Background: an optimization exercise with open tools, aiming at small area and a short achievable clock period. Do not read the settings as production practice.
Only simulation tests tie the RTL to the original design; equivalence was not proved.
Power is estimated from default activity; no workload was simulated.

## flow/design.v (module list and top-level ports; edited modules follow where they fit)
// module floating_multiplier: 23 lines
// module mant_mul: 1799 lines
// module floating_add_sub: 65 lines
// module vector_dot_dma: 83 lines
module vector_dot_dma(
				clk,
				reset,
				address,
				writedata,
				write,
				read,
				readdata,
                b_data);
  // ...
==> flow/flow/run.sh <==
#!/bin/bash
# Own layout flow:
#  1. the standard synthesis, unchanged (standard.sh synth);
#  2. its combinational logic re-mapped by ABC (ORFS's area script) as whole
#     register-to-register paths: the standard netlist's full/half adder
#     cells are turned back into logic first, so that ABC sees each path
#     whole (flow/remap.ys.in, flow/remap.abc); the registers keep their
#     instances, names and cell types;
#  3. the standard layout steps on that netlist (standard.sh finish).
# Each tool's output goes to a log file of its own in this folder.
set -euo pipefail
W=$(pwd)
R=$W/orfs/results/$FLOW_PLATFORM/vector_dot_dma/base
LIB=$FLOW_HOME/platforms/$FLOW_PLATFORM/lib/sky130_fd_sc_hd__tt_025C_1v80.lib
YOSYS=$FLOW_HOME/../tools/install/yosys/bin/yosys
[[ -x $YOSYS ]] || YOSYS=$(command -v yosys)

bash standard.sh synth > $W/log_1_standard_synth.log 2>&1

cp $R/1_2_yosys.v $W/standard_synth.v
sed -e "s|@LIB@|$LIB|g" -e "s|@IN@|$W/standard_synth.v|" -e "s|@TOP@|$FLOW_TOP|g" \
    -e "s|@ABC@|$W/flow/remap.abc|" -e "s|@CONSTR@|$W/flow/abc.constr|" \
    -e "s|@OUT@|$W/remapped.v|" $W/flow/remap.ys.in > $W/remap.ys
$YOSYS -s $W/remap.ys > $W/log_2_remap_yosys.log 2>&1
cp $W/remapped.v $R/1_2_yosys.v
rm -f $R/1_synth.odb $R/1_synth.sdc

bash standard.sh finish > $W/log_3_standard_layout.log 2>&1
==> flow/flow/abc.constr <==
set_driving_cell sky130_fd_sc_hd__buf_1
set_load 5
==> flow/flow/remap.abc <==
strash
dch
map -B 0.9
topo
stime -c
buffer -c
upsize -c
dnsize -c
stime -p
==> flow/flow/remap.ys.in <==
# Re-map the combinational logic of the standard synthesis netlist with ABC,
# seeing whole register-to-register paths (the standard netlist's full/half
# adder cells are turned back into logic). Registers are kept as they are:
# same instances, names and cell types.
read_liberty -ignore_miss_func @LIB@
read_verilog @IN@
hierarchy -top @TOP@
setattr -mod -set keep_hierarchy 1 sky130_fd_sc_hd__df* sky130_fd_sc_hd__edf* sky130_fd_sc_hd__sdf* sky130_fd_sc_hd__dl* sky130_fd_sc_hd__conb_1
flatten
blackbox sky130_fd_sc_hd__df* sky130_fd_sc_hd__edf* sky130_fd_sc_hd__sdf* sky130_fd_sc_hd__dl* sky130_fd_sc_hd__conb_1
select -module @TOP@
techmap
opt -fast
abc -script @ABC@ -liberty @LIB@ -dont_use sky130_fd_sc_hd__lpflow_bleeder_1 -dont_use sky130_fd_sc_hd__lpflow_clkbufkapwr_1 -dont_use sky130_fd_sc_hd__lpflow_clkbufkapwr_16 -dont_use sky130_fd_sc_hd__lpflow_clkbufkapwr_2 -dont_use sky130_fd_sc_hd__lpflow_clkbufkapwr_4 -dont_use sky130_fd_sc_hd__lpflow_clkbufkapwr_8 -dont_use sky130_fd_sc_hd__lpflow_clkinvkapwr_1 -dont_use sky130_fd_sc_hd__lpflow_clkinvkapwr_16 -dont_use sky130_fd_sc_hd__lpflow_clkinvkapwr_2 -dont_use sky130_fd_sc_hd__lpflow_clkinvkapwr_4 -dont_use sky130_fd_sc_hd__lpflow_clkinvkapwr_8 -dont_use sky130_fd_sc_hd__lpflow_decapkapwr_12 -dont_use sky130_fd_sc_hd__lpflow_decapkapwr_3 -dont_use sky130_fd_sc_hd__lpflow_decapkapwr_4 -dont_use sky130_fd_sc_hd__lpflow_decapkapwr_6 -dont_use sky130_fd_sc_hd__lpflow_decapkapwr_8 -dont_use sky130_fd_sc_hd__lpflow_inputiso0n_1 -dont_use sky130_fd_sc_hd__lpflow_inputiso0p_1 -dont_use sky130_fd_sc_hd__lpflow_inputiso1n_1 -dont_use sky130_fd_sc_hd__lpflow_inputiso1p_1 -dont_use sky130_fd_sc_hd__lpflow_inputisolatch_1 -dont_use sky130_fd_sc_hd__lpflow_isobufsrc_1 -dont_use sky130_fd_sc_hd__lpflow_isobufsrc_16 -dont_use sky130_fd_sc_hd__lpflow_isobufsrc_2 -dont_use sky130_fd_sc_hd__lpflow_isobufsrc_4 -dont_use sky130_fd_sc_hd__lpflow_isobufsrc_8 -dont_use sky130_fd_sc_hd__lpflow_isobufsrckapwr_16 -dont_use sky130_fd_sc_hd__lpflow_lsbuf_lh_hl_isowell_tap_1 -dont_use sky130_fd_sc_hd__lpflow_lsbuf_lh_hl_isowell_tap_2 -dont_use sky130_fd_sc_hd__lpflow_lsbuf_lh_hl_isowell_tap_4 -dont_use sky130_fd_sc_hd__lpflow_lsbuf_lh_isowell_4 -dont_use sky130_fd_sc_hd__lpflow_lsbuf_lh_isowell_tap_1 -dont_use sky130_fd_sc_hd__lpflow_lsbuf_lh_isowell_tap_2 -dont_use sky130_fd_sc_hd__lpflow_lsbuf_lh_isowell_tap_4 -dont_use sky130_fd_sc_hd__probe_p_8 -dont_use sky130_fd_sc_hd__probec_p_8 -constr @CONSTR@
select -clear
opt_clean -purge
rename -hide w:*.*
opt_clean -purge
hilomap -singleton -hicell sky130_fd_sc_hd__conb_1 HI -locell sky130_fd_sc_hd__conb_1 LO
splitnets
opt_clean -purge
insbuf -buf sky130_fd_sc_hd__buf_4 A X
stat -liberty @LIB@
check
write_verilog -noattr -noexpr -nohex -nodec @OUT@
==> flow/standard.sh <==
#!/bin/bash
# synth_recipe.tcl (not shown) runs the flow's synth.tcl, then flattens the netlist and writes it again
# the make line also repeats each setting of config.mk as NAME=value (left out here)
make -C /OpenROAD-flow-scripts/flow DESIGN_CONFIG=/design/flow/config.mk WORK_HOME=/design/flow/orfs CLKGATE_MAP_FILE= SYNTH_SCRIPT=/design/flow/synth_recipe.tcl "${@:-finish}"
==> flow/config.mk <==
export PLATFORM = sky130hd
export DESIGN_NAME = vector_dot_dma
export DESIGN_NICKNAME = vector_dot_dma
export VERILOG_FILES = /design/flow/design.v
export SDC_FILE = /design/flow/constraint.sdc
export NUM_CORES = 4
export LEC_CHECK = 0
export ABC_AREA = 1
export CAP_MARGIN = 30
export CORE_MARGIN = 2
export CORE_UTILIZATION = 50
export PLACE_DENSITY = 0.65
export SETUP_SLACK_MARGIN = 5
export SLEW_MARGIN = 30
export TNS_END_PERCENT = 0
==> flow/constraint.sdc <==
create_clock -name core_clock -period 11.0 [get_ports {clk}]
set_input_delay 2.2000 -clock core_clock [delete_from_list [all_inputs] [get_ports {clk}]]
set_output_delay 2.2000 -clock core_clock [all_outputs]
set_load 0.01 [all_outputs]
==> run notes, run 1 <==
cell count of the worst reg-to-reg path=36; area grow syn2layout=14.69%; post-layout util=57.83%; mean post-synth cell area=5.914 um2; setup bufs post-CTS=28; cells after synthesis=6337; initial antenna violation count=3; Arr. time, crit path=6230 ps; commonest non-fill, non-tap cell in the layout=nand2_1; antenna cell count=0; Die Wd=277.8 um; Critical path destination=acc[22]; PwrDens=290.1 nW/um2; Buffers on Ports=70; nets=6461; final setup violation count=0; tap cells=969; invs w/o clock=795; Biggest Area Class=multi-input combinational cells; placed instance count=7224; Syn Std Cell Area=37480 um2; first-pass GRT wire length=207.4 mm; clock sink total=297; multi-input combinational area share=62.86%; Max-cap violations=0; setup tns final=0 ps; Seq Cell Count=297; Routed met3 length=16.32 mm; outcome=complete, no violations; Leak=0.02162 uW; GRT Util Overall=33.99%
==> run 2, diff against run 1 <==
--- a/flow/flow/run.sh
+++ b/flow/flow/run.sh
@@ -8,4 +8,2 @@
 #     instances, names and cell types;
-#  3. the standard layout steps on that netlist (standard.sh finish).
-# Each tool's output goes to a log file of its own in this folder.
 set -euo pipefail
@@ -27,2 +25,2 @@
 
-bash standard.sh finish > $W/log_3_standard_layout.log 2>&1
+bash standard.sh finish SETUP_SLACK_MARGIN=6 > $W/log_3_standard_layout.log 2>&1
--- a/flow/config.mk
+++ b/flow/config.mk
@@ -12,3 +12,2 @@
 export PLACE_DENSITY = 0.65
-export SETUP_SLACK_MARGIN = 5
 export SLEW_MARGIN = 30
==> run notes, run 2 <==
final cycle utilization of the critical path=51.53% (was 52.68%); mean post-synth cell area=5.914 um2 (unchanged); CP Launch Type=register (unchanged); cells after synthesis=6337 (unchanged); Reg area=7978 um2 (was 7949 um2); fraction of layout cells with a size suffix above 1=13.82% (was 11.25%); reg2reg start=acc[0] (was acc[25]); Final Critical Period=5669 ps (was 5795 ps); Die Wd=277.8 um (unchanged); grt total ovfl=0 (unchanged); Hold Crit Start=readdata[30] (unchanged); CTS buffer count=34 (unchanged); clock tree buffer depth=3 (unchanged); Arr. time, crit path=6110 ps (was 6230 ps); commonest cells after routing, fill and taps aside=nand2_1 (2215), inv_1 (713), xor2_1 (452), nand3_1 (428), nor2_1 (382) (was nand2_1 (2254), inv_1 (723), xor2_1 (465), nand3_1 (449), nor2_1 (387)); Clk Tree Root Cell=clkbuf_16 (unchanged); CP startpoint=acc[0] (was acc[25]); clock sink total=297 (unchanged); Syn Std Cell Area=37480 um2 (unchanged); nets=6518 (was 6461); routability cong.=1.033 (unchanged); Yosys warnings=2 (unchanged); DR iter-0 viols=4938 (was 4868); commonest non-fill, non-tap cell in the layout=nand2_1 (unchanged); Clock Latency Late Sink=550 ps (about the same); Clk pin slew, worst setup/hold paths=60 ps (about the same); die area=77160 um2 (unchanged); FP Rows=100 (unchanged); Clock Skews=36.64 ps (was 39.25 ps); vias in the first global route=38220 (was 36980); Die Span Y=277.8 um (unchanged); setup tns final=0 ps (unchanged); f_max=176.4 MHz (was 172.6 MHz); critical path class=reg2reg (unchanged); # H-tree levels=2 (unchanged); Slew Viols, Final=0 (unchanged); Largest Register=a_buf (unchanged); Slowest-stage cell, CP=dfxtp_1 (was dfxtp_2); vias per cell=5.702 (was 5.682); core area=74320 um2 (unchanged); crit-path max FO=14 (was 6); Max-cap violations=0 (unchanged); # DRC=0 (unchanged); reg2reg end=acc[12] (was acc[22]); Buffers on Ports=70 (unchanged); hold endpoint=readdata[30] (unchanged); VDD IR max=290.1 uV (was 270.4 uV); Hold Crit Depth=2 (unchanged); cell count of the worst reg-to-reg path=35 (was 36); area grow syn2layout=18.52% (was 14.69%); effective utilization at floorplan=50.43% (unchanged); routed len/inst=18.86 um (was 18.61 um); max FFs per register=128 (unchanged); register-to-register setup slack=5330 ps (was 5200 ps); Worst Max-Slew Pin Slew=967.2 ps (was 1022 ps); largest net degree at the start of global routing=72 (unchanged); Post-DP HPWL=101.5 mm (unchanged); delay of the slowest critical-path stage=560 ps (was 360 ps); CP required=11440 ps (about the same); worst min path class=reg2reg (unchanged); hold slack=452.4 ps (was 452.3 ps); Final ANT Viol Nets=0 (unchanged); first-pass GRT wire length=214.1 mm (was 207.4 mm); Post-Syn Nets=6376 (unchanged); Hold Buf Count CTS=0 (unchanged); Leak=0.02223 uW (was 0.02162 uW); final setup violation count=0 (unchanged); Final Hold Fails=0 (unchanged); fillers=7284 (was 7416); detailed-route wire length=141.0 mm (was 138.0 mm); IO Pins=71 (unchanged); outcome=complete, no violations (unchanged); PwrDens=296.8 nW/um2 (was 290.1 nW/um2); worst relative slew slack=34.93% (was 31.22%); cell repeated most along the worst path=nand2_1 (unchanged); Vias=42610 (was 42130); DR pass1 iterations=8 (was 7); CTS tree=built (unchanged); Critical Path End Type=register (unchanged); multi-input combinational cell area=27670 um2 (was 27020 um2); unrepaired setup endpoints after global routing=yes (unchanged); initial antenna violation count=3 (unchanged); GRT Util Overall=35.07% (was 33.99%)
[run 2: repair_timing]
action | 4_1_cts | 5_1_grt
resized for setup | 512 | 198
pin swaps | 74 | 69
gates cloned | 22 | 6
setup endpoints to repair | 97 | 99
setup buffers | 107 | 53
hold endpoints to repair | 0 | 0
[run 2: worst max-delay path by stage]
stage	endpoint	slack [ps]	cells past startpoint
2_1_floorplan	a_buf[0][0]	5920	4
3_3_place_gp	acc[12]	3740	41
3_5_place_dp	acc[12]	3680	41
4_1_cts	acc[16]	5630	52
5_1_grt	p[23]	5060	50
6_report	acc[12]	5330	35
[run 2: report_power, final]
group          total, uW  leakage, uW  switching [uW]  internal, uW
logic              10700       0.0190            7160          3520
registers           1350      0.00265            78.2          1270
clock network       1150     0.000541             460           687
total              13200       0.0222            7700          5480
[run 2: cell type report]
class                   count  share of cell area [%]
diodes                      1                0.005634
clock buffers              43                   2.062
clock inverters            17                  0.4733
inverters                 792                   7.262
multi-input cells        5041                   62.29
flip-flops and latches    297                   17.96
well taps                 969                   2.730
repair buffers            306                   7.102
repair inverters            7                  0.1127
[run 2: critical path: cells and delay by family, from the launching register on]
kind | cells | cell delay (ps)
compound gates | 11 | 1620
buf+inv | 4 | 550
xor+xnor | 2 | 940
simple gates | 18 | 1890
flops | 1 | 560
[run 2: through the flow]
stage / setup slack (ps) / area (um2) / instances / power [uW] / util [%]
6_report: 5331 / 44420 / 7473 / 13180 / 59.76
5_1_grt: 5061 / 44410 / 7472 / 14310 / 59.76
4_1_cts: 5630 / 43110 / 7413 / 12430 / 58.01
3_5_place_dp: 3683 / 38850 / 7224 / 10020 / 52.28
3_3_place_gp: 3742 / 38820 / 7223 / 9993 / 52.24
2_1_floorplan: 5918 / 37480 / 6337 / 7938 / -
[run 2: routing by layer]
metal | global-route usage, % | wire (um)
met1 | 49.23 | 60950
met2 | 52.78 | 58500
met3 | 8.793 | 16870
met4 | 10.55 | 4641
met5 | 0 | 11
==> run 3, diff against run 2 <==
--- a/flow/flow/run.sh
+++ b/flow/flow/run.sh
@@ -25,2 +25,2 @@
 
-bash standard.sh finish SETUP_SLACK_MARGIN=6 > $W/log_3_standard_layout.log 2>&1
+bash standard.sh finish SETUP_SLACK_MARGIN=7 > $W/log_3_standard_layout.log 2>&1
==> run notes, run 3 <==
outcome=complete, no violations (unchanged); Worst Setup Slack, final=5505 ps (was 5331 ps); vias in the first global route=38400 (was 38220); Yosys warnings=2 (unchanged); fillers=6885 (was 7284); fin cells=7590 (was 7473); cell repeated most along the worst path=nand3_2 (was nand2_1); delay of the slowest critical-path stage=530 ps (was 560 ps); Arr. time, crit path=5970 ps (was 6110 ps); DR iter-0 viols=4590 (was 4938); Final ANT Viol Nets=0 (unchanged); GRT met3 Usage=9.753% (was 8.793%); CP required=11480 ps (was 11440 ps); critical path class=reg2reg (unchanged); worst min path class=reg2reg (unchanged); worst relative slew slack=33.71% (was 34.93%); Clock Skews=55.54 ps (was 36.64 ps); mean post-synth cell area=5.914 um2 (unchanged); register-to-register setup slack=5500 ps (was 5330 ps); post-layout util=64.76% (was 59.76%); max FFs per register=128 (unchanged); Hold Crit Depth=2 (unchanged); commonest non-fill, non-tap cell in the layout=nand2_1 (unchanged); hold endpoint=readdata[28] (was readdata[30]); first-pass GRT wire length=218.9 mm (was 214.1 mm); # DRC=0 (unchanged); CTS buffer count=35 (was 34); Post-Syn Nets=6376 (unchanged); Final Hold Fails=0 (unchanged); area grow syn2layout=28.42% (was 18.52%); grt total ovfl=0 (unchanged); Hold Buf Count CTS=0 (unchanged); vias per cell=5.735 (was 5.702); final setup violation count=0 (unchanged); Die Wd=277.8 um (unchanged); fraction of layout cells with a size suffix above 1=22.56% (was 13.82%); PwrDens=309.3 nW/um2 (was 296.8 nW/um2); detailed-route wire length=148.7 mm (was 141.0 mm); initial antenna violation count=4 (was 3); Max-cap violations=0 (unchanged); Worst Max-Slew Pin Slew=990.9 ps (was 967.2 ps); final cycle utilization of the critical path=49.96% (was 51.53%); CP Launch Type=register (unchanged); setup tns final=0 ps (unchanged); clock sink total=297 (unchanged); Most Crowded Layer GR=met2 (unchanged); Vias=43530 (was 42610); DR pass1 iterations=7 (was 8); Buffers on Ports=70 (unchanged); CTS tree=built (unchanged); reg2reg end=p[27] (was acc[12]); GRT Util Overall=36.11% (was 35.07%); Leak=0.02349 uW (was 0.02223 uW); met1 Use GR=51.00% (was 49.23%); nets=6629 (was 6518); # H-tree levels=2 (unchanged); largest net degree at the start of global routing=77 (was 72); f_max=182.0 MHz (was 176.4 MHz); Hold Crit Start=readdata[28] (was readdata[30]); Die Span Y=277.8 um (unchanged); placed instance count=7220 (was 7224); Slew Viols, Final=0 (unchanged); cells after synthesis=6337 (unchanged); IO Pins=71 (unchanged); Clock Latency Late Sink=580 ps (was 550 ps); core area=74320 um2 (unchanged); crit-path max FO=8 (was 14); dpl ws=3609 ps (was 3683 ps); reg2reg start=m_btwo[2] (was acc[0]); die area=77160 um2 (unchanged); Clk Tree Root Cell=clkbuf_16 (unchanged); Slowest-stage cell, CP=edfxtp_1 (was dfxtp_1); Syn Std Cell Area=37480 um2 (unchanged); Clk pin slew, worst setup/hold paths=60 ps (about the same); unrepaired setup endpoints after global routing=yes (unchanged); effective utilization at floorplan=50.43% (unchanged); met2 GRT Util=53.28% (was 52.78%); hold slack=450.2 ps (was 452.4 ps); FP Rows=100 (unchanged); commonest cells after routing, fill and taps aside=nand2_1 (2015), inv_1 (682), xor2_1 (427), nand3_1 (363), nor2_1 (344) (was nand2_1 (2215), inv_1 (713), xor2_1 (452), nand3_1 (428), nor2_1 (382)); Largest Register=a_buf (unchanged); Critical Path End Type=register (unchanged); cell count of the worst reg-to-reg path=39 (was 35); Post-DP HPWL=101.8 mm (was 101.5 mm); routability cong.=1.028 (was 1.033); clock tree buffer depth=3 (unchanged); VDD IR max=391.9 uV (was 290.1 uV); Final Critical Period=5495 ps (was 5669 ps); routed len/inst=19.60 um (was 18.86 um)
-- run 3: metrics by stage --
stage | power (uW) | instance area [um2]
CTS | 12640 | 44090
global route | 16010 | 48120
finish | 14890 | 48130
global placement | 10020 | 38920
floorplan | 7970 | 37590
detailed placement | 10050 | 38930
-- run 3: final cells by class --
type / instances / area (um2) / share of cell area [%]
repair buffers: 417 / 4219 / 8.766
clock buffers: 43 / 957.2 / 1.989
well taps: 969 / 1212 / 2.519
repair inverters: 7 / 48.80 / 0.1014
multi-input cells: 5040 / 30140 / 62.63
clock inverters: 21 / 275.3 / 0.5719
flip-flops and latches: 297 / 8029 / 16.68
diodes: 4 / 10.01 / 0.02080
inverters: 792 / 3236 / 6.723
-- run 3: layer usage --
layer / share of wire (%) / vias to the layer above
met5: 0.017 / -
met4: 3.5 / 4
met3: 13 / 403
met2: 41 / 2161
met1: 42 / 19970
li1: - / 20990
-- run 3: worst max-delay path, delay by kind of cell (launching register included) --
kind	cells	cell delay (ps)
simple gates	27	3070
xor+xnor	3	620
compound gates	3	370
flops	1	530
buf+inv	6	810
-- run 3: worst max path at each step --
stage,start,endpoint,slack [ps],cells after the start
floorplan,p[23],acc[17],6530,49
global placement,acc[29],acc[4],3420,39
detailed placement,p[29],acc[4],3610,40
CTS,m_btwo[2],p[29],5650,49
global route,m_btwo[3],p[29],5200,45
finish,m_btwo[2],p[27],5500,39
-- run 3: timing repair --
item,CTS,global route
endpoints found under the setup margin,163,175
gates cloned,27,7
setup buffers,143,125
pin swaps,138,280
gates resized for setup,626,738
-- run 3: report_power, final --
group          internal [uW]  switching (uW)
clock                    728             506
sequential              1270            84.1
combinational           4300            7990
==> run 4, diff against run 3 <==
--- a/flow/flow/run.sh
+++ b/flow/flow/run.sh
@@ -25,2 +25,3 @@
 
-bash standard.sh finish SETUP_SLACK_MARGIN=7 > $W/log_3_standard_layout.log 2>&1
+bash standard.sh cts SETUP_SLACK_MARGIN=5.5 > $W/log_3_standard_layout_to_cts.log 2>&1
+bash standard.sh finish SETUP_SLACK_MARGIN=5 > $W/log_4_standard_layout_finish.log 2>&1
==> run notes, run 4 <==
Yosys warnings=2 (unchanged); register-to-register setup slack=5280 ps (was 5500 ps); Hold Crit Depth=2 (unchanged); grt total ovfl=0 (unchanged); vias in the first global route=37750 (was 38400); mean post-synth cell area=5.914 um2 (unchanged); Worst Setup Slack, final=5278 ps (was 5505 ps); commonest non-fill, non-tap cell in the layout=nand2_1 (unchanged); WL met2=57.21 mm (was 61.56 mm); Clock Skews=37.14 ps (was 55.54 ps); wl on met1=61.45 mm (was 62.69 mm); GRT Util Overall=34.52% (was 36.11%); reg2reg end=acc[12] (was p[27]); Vias=42100 (was 43530); final cycle utilization of the critical path=52.02% (was 49.96%); Buf+Inv Stages, Crit Path=6 (unchanged); Arr. time, crit path=6210 ps (was 5970 ps); Comb pwr share=80.6% (was 82.6%); unrepaired setup endpoints after global routing=yes (unchanged); Largest Register=a_buf (unchanged); Syn Std Cell Area=37480 um2 (unchanged); setup tns final=0 ps (unchanged); DR iter-0 viols=4900 (was 4590); outcome=complete, no violations (unchanged); hold endpoint=readdata[30] (was readdata[28]); initial antenna violation count=3 (was 4); reg2reg start=p[30] (was m_btwo[2]); critical path class=reg2reg (unchanged); routability cong.=1.033 (was 1.028); fraction of layout cells with a size suffix above 1=11.92% (was 22.56%); Buffers on Ports=70 (unchanged); cells after synthesis=6337 (unchanged); nets=6459 (was 6629); cell count of the worst reg-to-reg path=26 (was 39); Clk pin slew, worst setup/hold paths=60 ps (about the same); Final Critical Period=5722 ps (was 5495 ps); Hold Crit Start=readdata[30] (was readdata[28]); CTS tree=built (unchanged); Die Span Y=277.8 um (unchanged); VDD IR max=285.8 uV (was 391.9 uV); Die Wd=277.8 um (unchanged); # DRC=0 (unchanged); delay of the slowest critical-path stage=650 ps (was 530 ps); die area=77160 um2 (unchanged); f_max=174.8 MHz (was 182.0 MHz); DR pass1 iterations=9 (was 7); clock tree buffer depth=3 (unchanged); worst relative slew slack=29.47% (was 33.71%); max FFs per register=128 (unchanged); Clk Tree Root Cell=clkbuf_16 (unchanged); Slowest-stage cell, CP=clkinv_1 (was edfxtp_1); hold slack=452.4 ps (was 450.2 ps); clock sink total=297 (unchanged); detailed-route wire length=139.0 mm (was 148.7 mm); Critical Path End Type=register (unchanged); Max-cap violations=0 (unchanged); worst min path class=reg2reg (unchanged); CTS buffer count=34 (was 35); Post-DP HPWL=101.5 mm (was 101.8 mm); internal power=5305 uW (was 6301 uW); Worst Max-Slew Pin Slew=1048 ps (was 990.9 ps); switching power=7547 uW (was 8584 uW); IO Pins=71 (unchanged); CP required=11490 ps (was 11480 ps); crit-path max FO=18 (was 8); dpl ws=3683 ps (was 3609 ps); routed len/inst=18.75 um (was 19.60 um); Switching Share=58.72% (was 57.67%); Final Hold Fails=0 (unchanged); CP Launch Type=register (unchanged); Post-Syn Nets=6376 (unchanged); Leak=0.02173 uW (was 0.02349 uW); highest metal used=met5 (unchanged); first-pass GRT wire length=210.8 mm (was 218.9 mm); Total Power=12850 uW (was 14890 uW); FP Rows=100 (unchanged); post-layout util=58.38% (was 64.76%); Hold Buf Count CTS=0 (unchanged); largest net degree at the start of global routing=72 (was 77); CP top delay family=simple AND/OR/NAND/NOR gates (unchanged); Sequential Power Share=10.5% (was 9.1%); # H-tree levels=2 (unchanged); cell repeated most along the worst path=nor2_1 (was nand3_2); Clock Latency Late Sink=550 ps (was 580 ps); Slew Viols, Final=0 (unchanged); Clock Power Share=8.9% (was 8.3%); area grow syn2layout=15.77% (was 28.42%); core area=74320 um2 (unchanged); vias per cell=5.679 (was 5.735); PwrDens=296.2 nW/um2 (was 309.3 nW/um2); effective utilization at floorplan=50.43% (unchanged); Final ANT Viol Nets=0 (unchanged); antenna cell count=0 (was 4); final setup violation count=0 (unchanged); commonest cells after routing, fill and taps aside=nand2_1 (2232), inv_1 (718), xor2_1 (466), nand3_1 (440), nor2_1 (390) (was nand2_1 (2015), inv_1 (682), xor2_1 (427), nand3_1 (363), nor2_1 (344)); Routed met3 length=15.61 mm (was 19.33 mm)
==> run 4: changes by cell type in the layout (fill, tap and decap cells not counted), sizes merged <==
cell | previous run | this run
clkbuf | 46 | 45
bufinv | 5 | 4
nand2 | 2378 | 2375
diode | 4 | 0
buf | 342 | 181
clkinv | 31 | 29
inv | 770 | 771
bufbuf | 2 | 1
clkinvlp | 14 | 9
==> run 4: per-stage QoR <==
step | cell area, um2 | cells
global route | 43390 | 7413
floorplan | 37480 | 6337
finish | 43390 | 7413
detailed placement | 38850 | 7224
CTS | 41920 | 7367
global placement | 38820 | 7223
==> run 4: power by group through the flow <==
stage	Clock [uW]	Sequential (uW)	Combinational (uW)
after floorplan	0	1350	6590
after global placement	0	1370	8620
after detailed placement	0	1370	8650
after CTS	1160	1350	9390
after global routing	1210	1360	11400
final	1150	1350	10400
==> run 4: worst max path at each step <==
stage / start / endpoint / depth (start not counted)
after floorplan: write / a_buf[0][0] / 4
after global placement: p[23] / acc[12] / 41
after detailed placement: p[23] / acc[12] / 41
after CTS: acc[25] / readdata[30] / 53
after global routing: acc[0] / readdata[30] / 52
final: p[30] / acc[12] / 26
==> run 4: cell type report <==
type	instances	area, um2
fillers	7391	30930
clock inverters	17	210.2
flip-flops and latches	297	7960
repair inverters	4	32.53
inverters	792	3171
clock buffers	43	915.9
well taps	969	1212
repair buffers	254	2618
multi-input cells	5037	27270
==> run 4: layer usage <==
metal  GRT usage (%)  vias to the layer above
met1           48.89                    19160
met3           8.119                      317
met5               0                        -
li1                -                    20660
met4           10.28                        4
met2           51.88                     1959
==> run 4: worst reg2reg max path, delay by kind of cell, from the launching register on <==
family,cells,cell delay [ps]
simple gates,16,2800
buf+inv,6,1850
compound gates,3,440
flops,1,360
xor+xnor,1,230
==> run 4: timing repair <==
item                       4_1_cts  5_1_grt
resized for setup              303      270
buffers inserted                68       40
gates cloned                    15        6
setup endpoints to repair       95       94
pin swaps                       36       49
==> run 5, diff against run 4 <==
--- a/flow/config.mk
+++ b/flow/config.mk
@@ -10,4 +10,4 @@
 export CORE_MARGIN = 2
-export CORE_UTILIZATION = 50
-export PLACE_DENSITY = 0.65
+export CORE_UTILIZATION = 45
+export PLACE_DENSITY = 0.6
 export SLEW_MARGIN = 30
==> run notes, run 5 <==
Critical Path End Type=register (unchanged); Total Power=13010 uW (was 12850 uW); cell repeated most along the worst path=nand2_1 (was nor2_1); Yosys warnings=2 (unchanged); clock sink total=297 (unchanged); core area=82240 um2 (was 74320 um2); commonest cells after routing, fill and taps aside=nand2_1 (2217), inv_1 (721), xor2_1 (471), nand3_1 (435), nor2_1 (387) (was nand2_1 (2232), inv_1 (718), xor2_1 (466), nand3_1 (440), nor2_1 (390)); internal power=5316 uW (was 5305 uW); largest net degree at the start of global routing=72 (unchanged); clock tree buffer depth=3 (unchanged); Switching Share=59.14% (was 58.72%); post-layout util=52.74% (was 58.38%); Post-Syn Nets=6376 (unchanged); multi-input combinational cell area=27150 um2 (was 27270 um2); Final ANT Viol Nets=0 (unchanged); Clock Skews=41.01 ps (was 37.14 ps); Max-cap violations=0 (unchanged); f_max=175.5 MHz (was 174.8 MHz); Clk Tree Root Cell=clkbuf_16 (unchanged); GRT Util Overall=32.66% (was 34.52%); vias per cell=5.567 (was 5.679); fraction of layout cells with a size suffix above 1=11.94% (was 11.92%); DP Area=38990 um2 (was 38850 um2); Worst Max-Slew Pin Slew=900.2 ps (was 1048 ps); delay of the slowest critical-path stage=380 ps (was 650 ps); final cycle utilization of the critical path=51.79% (was 52.02%); VDD IR max=282.2 uV (was 285.8 uV); Buffers on Ports=70 (unchanged); cells after synthesis=6337 (unchanged); Slew Viols, Final=0 (unchanged); Syn Std Cell Area=37480 um2 (unchanged); nets=6469 (was 6459); die area=85610 um2 (was 77160 um2); # H-tree levels=2 (unchanged); detailed-route wire length=143.9 mm (was 139.0 mm); critical path class=reg2reg (unchanged); vias in the first global route=37560 (was 37750); setup tns final=0 ps (unchanged); worst relative slew slack=39.55% (was 29.47%); max FFs per register=128 (unchanged); Hold Buf Count CTS=0 (unchanged); Leak=0.02174 uW (was 0.02173 uW); commonest non-fill, non-tap cell in the layout=nand2_1 (unchanged); CP required=11450 ps (was 11490 ps); FP Rows=105 (was 100); Clk pin slew, worst setup/hold paths=60 ps (about the same); PwrDens=299.9 nW/um2 (was 296.2 nW/um2); Die Wd=292.6 um (was 277.8 um); Clock Latency Late Sink=570 ps (was 550 ps); DR iter-0 viols=4073 (was 4900); routability cong.=1.026 (was 1.033); Slowest-stage cell, CP=dfxtp_2 (was clkinv_1); effective utilization at floorplan=45.57% (was 50.43%); Die Span Y=292.6 um (was 277.8 um); Arr. time, crit path=6150 ps (was 6210 ps); crit-path max FO=15 (was 18); unrepaired setup endpoints after global routing=yes (unchanged); Clock Power Share=9.5% (was 8.9%); first-pass GRT wire length=219.4 mm (was 210.8 mm); outcome=complete, no violations (unchanged); grt total ovfl=0 (unchanged); mean post-synth cell area=5.914 um2 (unchanged); Largest Register=a_buf (unchanged); Sequential Power Share=10.4% (was 10.5%); final setup violation count=0 (unchanged); Final Critical Period=5697 ps (was 5722 ps); hold slack=451.7 ps (was 452.4 ps); CP Launch Type=register (unchanged); DR pass1 iterations=10 (was 9); Reg area=7955 um2 (was 7960 um2); # DRC=0 (unchanged); Vias=41910 (was 42100); Comb pwr share=80.1% (was 80.6%); Post-DP HPWL=104.9 mm (was 101.5 mm); IO Pins=71 (unchanged); switching power=7693 uW (was 7547 uW); Final Hold Fails=0 (unchanged); fillers=8440 (was 7391); routed len/inst=19.12 um (was 18.75 um); CTS tree=built (unchanged); worst min path class=reg2reg (unchanged); initial antenna violation count=3 (unchanged); design area=43380 um2 (was 43390 um2); CTS buffer count=36 (was 34); area grow syn2layout=15.74% (was 15.77%)
## run 5: what timing repair did
action,CTS,global route
resized for setup,349,175
cloned,19,2
endpoints found under the setup margin,95,93
buffers inserted,93,19
pin swaps,52,44
## run 5: worst paths after layout
path | from | endpoint | slack (ps) | cells past startpoint
worst max-delay path | acc[26] | acc[19] | 5300 | 43
worst max register to register | acc[26] | acc[19] | 5300 | 43
worst min-delay path | readdata[15] | readdata[15] | 450 | 2
worst min register to register | readdata[15] | readdata[15] | 450 | 2
## run 5: layout make-up
cell class                 instances  area share [%]
clock inverter                    22          0.6490
tap                             1070           3.086
antenna                            2         0.01154
sequential                       297           18.34
timing repair inverter             4         0.06057
multi-input combinational       5037           62.60
timing repair buffer             262           5.884
inverter                         792           7.191
clock buffer                      42           2.178
## run 5: power groups by stage
stage / sequential (uW) / combinational, uW / clock (uW)
finish: 1350 / 10400 / 1240
global route: 1360 / 11500 / 1300
CTS: 1350 / 9740 / 1260
detailed placement: 1370 / 8750 / 0
global placement: 1370 / 8730 / 0
floorplan: 1350 / 6590 / 0
## run 5: per-layer routing
metal	vias to the layer above	wire [um]	global-route usage (%)
met5	-	0	0
met4	0	3678	7.805
met3	265	15510	6.996
met2	1805	58660	48.04
met1	19170	66060	48.22
li1	20670	-	-
## run 5: worst max-delay path, delay by kind of cell (launching register included)
kind	cells	cell delay, ps
flip-flops	1	380
buffers and inverters	6	670
AND/OR/NAND/NOR	31	3670
AO/OA/AOI/OAI	6	820
## run 5: through the flow
step	setup WS (ps)	instances
after global routing	4942	7526
after detailed placement	3466	7329
after CTS	5492	7505
after floorplan	5918	6337
final	5303	7528
after global placement	3450	7329
==> run 6, diff against run 5 <==
--- a/flow/config.mk
+++ b/flow/config.mk
@@ -10,4 +10,4 @@
 export CORE_MARGIN = 2
-export CORE_UTILIZATION = 45
-export PLACE_DENSITY = 0.6
+export CORE_UTILIZATION = 40
+export PLACE_DENSITY = 0.55
 export SLEW_MARGIN = 30
==> run notes, run 6 <==
outcome=complete, no violations (unchanged); # H-tree levels=2 (unchanged); IO Pins=71 (unchanged); worst relative slew slack=41.79% (was 39.55%); Clk pin slew, worst setup/hold paths=60 ps (about the same); CTS tree=built (unchanged); cell count of the worst reg-to-reg path=33 (was 43); max FFs per register=128 (unchanged); Final Hold Fails=0 (unchanged); Hold Buf Count CTS=0 (unchanged); Die Span Y=310.1 um (was 292.6 um); Max-cap violations=0 (unchanged); Post-DP HPWL=106.9 mm (was 104.9 mm); Total Power=12700 uW (was 13010 uW); CP Depth=33 (was 43); hold endpoint=readdata[28] (was readdata[15]); die area=96160 um2 (was 85610 um2); Worst Max-Slew Pin Slew=873.2 ps (was 900.2 ps); worst min path class=reg2reg (unchanged); mean post-synth cell area=5.914 um2 (unchanged); routed len/inst=18.93 um (was 19.12 um); effective utilization at floorplan=40.28% (was 45.57%); CTS buffer count=35 (was 36); register-to-register setup slack=5260 ps (was 5300 ps); commonest cells after routing, fill and taps aside=nand2_1 (2251), inv_1 (713), xor2_1 (463), nand3_1 (440), nor2_1 (385) (was nand2_1 (2217), inv_1 (721), xor2_1 (471), nand3_1 (435), nor2_1 (387)); area grow syn2layout=16.30% (was 15.74%); Vias=41800 (was 41910); vias in the first global route=37740 (was 37560); Hold Crit Start=readdata[28] (was readdata[15]); Comb pwr share=79.9% (was 80.1%); cells after synthesis=6337 (unchanged); Clock Power Share=9.5% (about the same); critical path class=reg2reg (unchanged); antenna cell count=0 (was 2); Clock Latency Late Sink=570 ps (about the same); GRT Util Overall=29.68% (was 32.66%); Sequential Power Share=10.7% (was 10.4%); Clock Skews=40.99 ps (was 41.01 ps); Buffers on Ports=70 (unchanged); FP Rows=112 (was 105); cell repeated most along the worst path=nand2_1 (unchanged); grt total ovfl=0 (unchanged); PwrDens=291.3 nW/um2 (was 299.9 nW/um2); post-layout util=46.84% (was 52.74%); Hold Crit Depth=2 (unchanged); Buf+Inv Stages, Crit Path=7 (was 6); clock sink total=297 (unchanged); delay of the slowest critical-path stage=380 ps (about the same); setup tns final=0 ps (unchanged); reg2reg start=acc[28] (was acc[26]); unrepaired setup endpoints after global routing=yes (unchanged); Leak=0.02169 uW (was 0.02174 uW); clock tree buffer depth=3 (unchanged); fillers=9866 (was 8440); CP Launch Type=register (unchanged); placed instance count=7508 (was 7329); vias per cell=5.426 (was 5.567); routability cong.=0.9899 (was 1.026); DR pass1 iterations=6 (was 10); first-pass GRT wire length=220.8 mm (was 219.4 mm); CP startpoint=acc[28] (was acc[26]); CP top delay family=simple AND/OR/NAND/NOR gates (unchanged); Slew Viols, Final=0 (unchanged); Final Critical Period=5738 ps (was 5697 ps); final cycle utilization of the critical path=52.17% (was 51.79%); fraction of layout cells with a size suffix above 1=11.75% (was 11.94%); Arr. time, crit path=6210 ps (was 6150 ps); fin cells=7703 (was 7528); largest net degree at the start of global routing=71 (was 72); DR iter-0 viols=3990 (was 4073); VDD IR max=247.4 uV (was 282.2 uV); core area=93050 um2 (was 82240 um2); CP required=11470 ps (was 11450 ps); Slowest-stage cell, CP=dfxtp_1 (was dfxtp_2); crit-path max FO=9 (was 15); detailed-route wire length=145.9 mm (was 143.9 mm); Largest Register=a_buf (unchanged); final setup violation count=0 (unchanged); internal power=5167 uW (was 5316 uW); Final ANT Viol Nets=0 (unchanged); switching power=7531 uW (was 7693 uW); Die Wd=310.1 um (was 292.6 um); Clk Tree Root Cell=clkbuf_16 (unchanged); initial antenna violation count=2 (was 3); Yosys warnings=2 (unchanged); Post-Syn Nets=6376 (unchanged); # DRC=0 (unchanged); nets=6461 (was 6469); f_max=174.3 MHz (was 175.5 MHz); Switching Share=59.31% (was 59.14%); Syn Std Cell Area=37480 um2 (unchanged); commonest non-fill, non-tap cell in the layout=nand2_1 (unchanged); Critical Path End Type=register (unchanged); reg2reg end=readdata[25] (was acc[19])
==> run 6: per-layer routing <==
| metal | vias up | global-route usage [%] | share of wire (%) |
|---|---|---|---|
| met3 | 247 | 5.571 | 9.5 |
| met4 | 0 | 8.471 | 2.9 |
| met5 | - | 0.3539 | 0 |
| li1 | 20670 | - | - |
| met2 | 1634 | 43.63 | 41 |
| met1 | 19250 | 43.75 | 47 |
==> run 6: worst max path at each step <==
stage / endpoint / slack [ps]
5_1_grt: p[26] / 4930
2_1_floorplan: a_buf[0][0] / 5920
6_report: readdata[25] / 5260
3_3_place_gp: readdata[16] / 3630
3_5_place_dp: acc[5] / 3690
4_1_cts: acc[27] / 5460
==> run 6: tightest hold or removal path, cell delays in order (launching register included) <==
cell,delay [ps]
dfxtp_1,310
nand2_1,60
nand2_1,50
==> run 6: power groups by stage <==
stage / logic (uW) / registers [uW] / clock network (uW)
after global placement: 8820 / 1370 / 0
after floorplan: 6590 / 1350 / 0
final: 10100 / 1350 / 1200
after global routing: 11300 / 1360 / 1260
after CTS: 9560 / 1350 / 1220
after detailed placement: 8820 / 1370 / 0
==> run 6: stage by stage <==
step	setup WS, ps	hold slack [ps]	instance area (um2)
2_1_floorplan	5918	440.3	37480
3_3_place_gp	3634	445.4	39170
3_5_place_dp	3685	442.5	39200
4_1_cts	5457	459.9	42550
5_1_grt	4925	472.4	43590
6_report	5262	454.0	43590
==> run 6: layout make-up <==
cell class | instances | area [um2] | share of cell area (%)
Clock buffer | 45 | 954.7 | 2.190
Clock inverter | 19 | 234.0 | 0.5368
Inverter | 792 | 3168 | 7.268
Multi-Input combinational cell | 5035 | 27170 | 62.34
Sequential cell | 297 | 7945 | 18.23
Tap cell | 1254 | 1569 | 3.600
Timing Repair Buffer | 255 | 2500 | 5.735
Timing Repair inverter | 6 | 42.54 | 0.09760
==> run 6: repair_timing <==
item	CTS	global route
setup buffers	83	28
gates resized for setup	316	208
gates cloned	18	2
endpoints found under the hold margin	0	0
setup endpoints to repair	95	93
pin swaps	41	44
==> run 7, diff against run 6 <==
--- a/flow/flow/run.sh
+++ b/flow/flow/run.sh
@@ -3,3 +3,3 @@
 #  1. the standard synthesis, unchanged (standard.sh synth);
-#  2. its combinational logic re-mapped by ABC (ORFS's area script) as whole
+#  2. its combinational logic re-mapped by ABC (delay target 4.5 ns) as whole
 #     register-to-register paths: the standard netlist's full/half adder
==> flow/flow/remap.abc (replaced) <==
strash
dch
map -D 4500
topo
buffer -c
upsize -c
dnsize -c
stime -p
--- a/flow/config.mk
+++ b/flow/config.mk
@@ -10,4 +10,4 @@
 export CORE_MARGIN = 2
-export CORE_UTILIZATION = 40
-export PLACE_DENSITY = 0.55
+export CORE_UTILIZATION = 45
+export PLACE_DENSITY = 0.6
 export SLEW_MARGIN = 30
==> run notes, run 7 <==
hold slack=461.8 ps (was 454.0 ps); Buffers on Ports=70 (unchanged); vias in the first global route=35900 (was 37740); setup tns final=0 ps (unchanged); antenna cell count=0 (unchanged); CP startpoint=p[23] (was acc[28]); fraction of layout cells with a size suffix above 1=16.59% (was 11.75%); Final Hold Fails=0 (unchanged); VDD IR max=485.7 uV (was 247.4 uV); max FFs per register=128 (unchanged); Hold Crit Start=readdata[18] (was readdata[28]); Total Power=14920 uW (was 12700 uW); Die Wd=285.5 um (was 310.1 um); Vias=39600 (was 41800); cells after synthesis=5726 (was 6337); worst min path class=reg2reg (unchanged); final cycle utilization of the critical path=63.48% (was 52.17%); delay of the slowest critical-path stage=390 ps (was 380 ps); outcome=complete, no violations (unchanged); Worst Max-Slew Pin Slew=914.0 ps (was 873.2 ps); Leak=0.01946 uW (was 0.02169 uW); Largest Register=a_buf (unchanged); Clock Skews=36.25 ps (was 40.99 ps); # H-tree levels=2 (unchanged); CP required=11430 ps (was 11470 ps); routed len/inst=19.65 um (was 18.93 um); unrepaired setup endpoints after global routing=yes (unchanged); critical path class=reg2reg (unchanged); Clock Power Share=8.1% (was 9.5%); Slew Viols, Final=0 (unchanged); CP Launch Type=register (unchanged); crit-path max FO=20 (was 9); Die Span Y=285.5 um (was 310.1 um); internal power=6241 uW (was 5167 uW); Max-cap violations=0 (unchanged); switching power=8675 uW (was 7531 uW); IO Pins=71 (unchanged); reg2reg start=p[23] (was acc[28]); effective utilization at floorplan=45.29% (was 40.28%); Final ANT Viol Nets=0 (unchanged); vias per cell=5.666 (was 5.426); final setup violation count=0 (unchanged); f_max=143.2 MHz (was 174.3 MHz); Post-Syn Nets=5765 (was 6376); mean post-synth cell area=6.228 um2 (was 5.914 um2); nets=5952 (was 6461); fillers=7828 (was 9866); DR iter-0 viols=4294 (was 3990); routability cong.=1.066 (was 0.9899); Arr. time, crit path=7410 ps (was 6210 ps); commonest non-fill, non-tap cell in the layout=nand2_1 (unchanged); grt total ovfl=0 (unchanged); commonest cells after routing, fill and taps aside=nand2_1 (1263), nor2_1 (690), inv_1 (682), xor2_1 (435), o22ai_1 (293) (was nand2_1 (2251), inv_1 (713), xor2_1 (463), nand3_1 (440), nor2_1 (385)); largest net degree at the start of global routing=69 (was 71); Yosys warnings=2 (unchanged); PwrDens=350.0 nW/um2 (was 291.3 nW/um2); clock sink total=297 (unchanged); CTS tree=built (unchanged); Clock Latency Late Sink=580 ps (was 570 ps); FP Rows=103 (was 112); Sequential Power Share=9.1% (was 10.7%); worst relative slew slack=38.92% (was 41.79%); detailed-route wire length=137.3 mm (was 145.9 mm); die area=81520 um2 (was 96160 um2); DR pass1 iterations=6 (unchanged); multi-input combinational cell area=25870 um2 (was 27170 um2); Syn Std Cell Area=35660 um2 (was 37480 um2); # DRC=0 (unchanged); first-pass GRT wire length=206.1 mm (was 220.8 mm); Switching Share=58.16% (was 59.31%); Final Critical Period=6982 ps (was 5738 ps); Clk pin slew, worst setup/hold paths=60 ps (about the same); Critical Path End Type=register (unchanged); core area=78740 um2 (was 93050 um2); Reg area=7936 um2 (was 7945 um2); clock tree buffer depth=3 (unchanged); GRT Util Overall=32.15% (was 29.68%); initial antenna violation count=1 (was 2); Slowest-stage cell, CP=o311ai_2 (was dfxtp_1); Hold Buf Count CTS=0 (unchanged); area grow syn2layout=19.50% (was 16.30%); Post-DP HPWL=99.30 mm (was 106.9 mm); CTS buffer count=35 (unchanged); Clk Tree Root Cell=clkbuf_16 (unchanged); Comb pwr share=82.7% (was 79.9%)
[run 7: final timing paths]
path	end	slack, ps	depth (start not counted)
setup / recovery	readdata[21]	4020	41
hold / removal	readdata[18]	460	2
setup reg to reg	readdata[21]	4020	41
hold reg to reg	readdata[18]	460	2
[run 7: final cells by class]
| class | count | area share, % |
|---|---|---|
| inverters | 770 | 7.143 |
| repair buffers | 357 | 7.363 |
| flip-flops and latches | 297 | 18.62 |
| clock buffers | 43 | 2.243 |
| multi-input cells | 4436 | 60.71 |
| clock inverters | 20 | 0.5637 |
| repair inverters | 16 | 0.2789 |
| well taps | 1050 | 3.083 |
[run 7: layer usage]
layer | global-route usage [%] | vias up | wire length, um | share of wire (%)
met5 | 0 | - | 48 | 0.035
li1 | - | 19220 | - | -
met4 | 9.529 | 4 | 4206 | 3.1
met3 | 8.676 | 327 | 15720 | 11
met1 | 45.24 | 18160 | 60760 | 44
met2 | 47.86 | 1883 | 56600 | 41
[run 7: power groups by stage]
stage                     logic, uW  registers [uW]  clock network, uW
final                         12300            1360               1210
after global routing          13400            1370               1270
after CTS                     10800            1360               1230
after detailed placement       9810            1380                  0
after global placement         9790            1380                  0
after floorplan                7270            1360                  0
[run 7: what timing repair did]
action,CTS,global route
pin swaps,56,146
cloned,24,6
gates resized for setup,259,313
setup buffers,109,97
endpoints found under the setup margin,95,95
hold endpoints to repair,0,0
[run 7: critical path: cells and delay by family, from the launching register on]
family                 cells  cell delay, ps
flip-flops                 1             350
buffers and inverters      8            1240
AO/OA/AOI/OAI             19            3040
XOR/XNOR                   1             170
AND/OR/NAND/NOR           13            2000
[run 7: per-stage QoR]
| stage | setup WS (ps) | utilization (%) | cells | area (um2) |
|---|---|---|---|---|
| 3_3_place_gp | 2195 | 47.36 | 6690 | 37290 |
| 6_report | 4018 | 54.13 | 6989 | 42620 |
| 5_1_grt | 3812 | 54.13 | 6989 | 42620 |
| 4_1_cts | 4172 | 51.48 | 6886 | 40540 |
| 2_1_floorplan | 5237 | - | 5726 | 35690 |
| 3_5_place_dp | 2034 | 47.36 | 6690 | 37290 |

static timing again, ports no longer ideal:
Ports are ideal in the flow. The routed layouts listed here were re-timed in OpenROAD.
Step 1 assumes that a clkbuf_16 drives the clock port and a buf_2 every other input.
Step 2, shift: input delay + t, output delay - t, t = (earliest + latest rising clock arrival at the registers) / 2. This alone moves slack from input paths to output paths.
Three values: ideal ports, drivers, drivers and shift; two values: the first two.
run | shift t [ns] | setup WS [ns] | hold WS [ns] | worst setup path at the end
run 1 | 0.605 | 5.205 / 5.205 / 5.205 | 0.452 / 0.452 / 0.452 | register to register
run 2 | 0.601 | 5.331 / 5.331 / 5.253 | 0.452 / 0.452 / 0.452 | input to register
run 3 | 0.627 | 5.505 / 5.505 / 5.280 | 0.450 / 0.450 / 0.450 | input to register
run 4 | 0.598 | 5.278 / 5.278 / 5.228 | 0.452 / 0.452 / 0.452 | input to register
run 5 | 0.617 | 5.303 / 5.303 / 5.256 | 0.452 / 0.452 / 0.452 | input to register
run 6 | 0.615 | 5.262 / 5.262 / 5.262 | 0.454 / 0.454 / 0.454 | register to register
run 7 | 0.631 | 4.018 / 4.018 / 4.018 | 0.462 / 0.462 / 0.462 | register to register
After both steps every run listed still meets setup and hold. The setup slack of run 3, which loses most, moves by 0.000 ns with the drivers and by -0.225 ns with both steps.
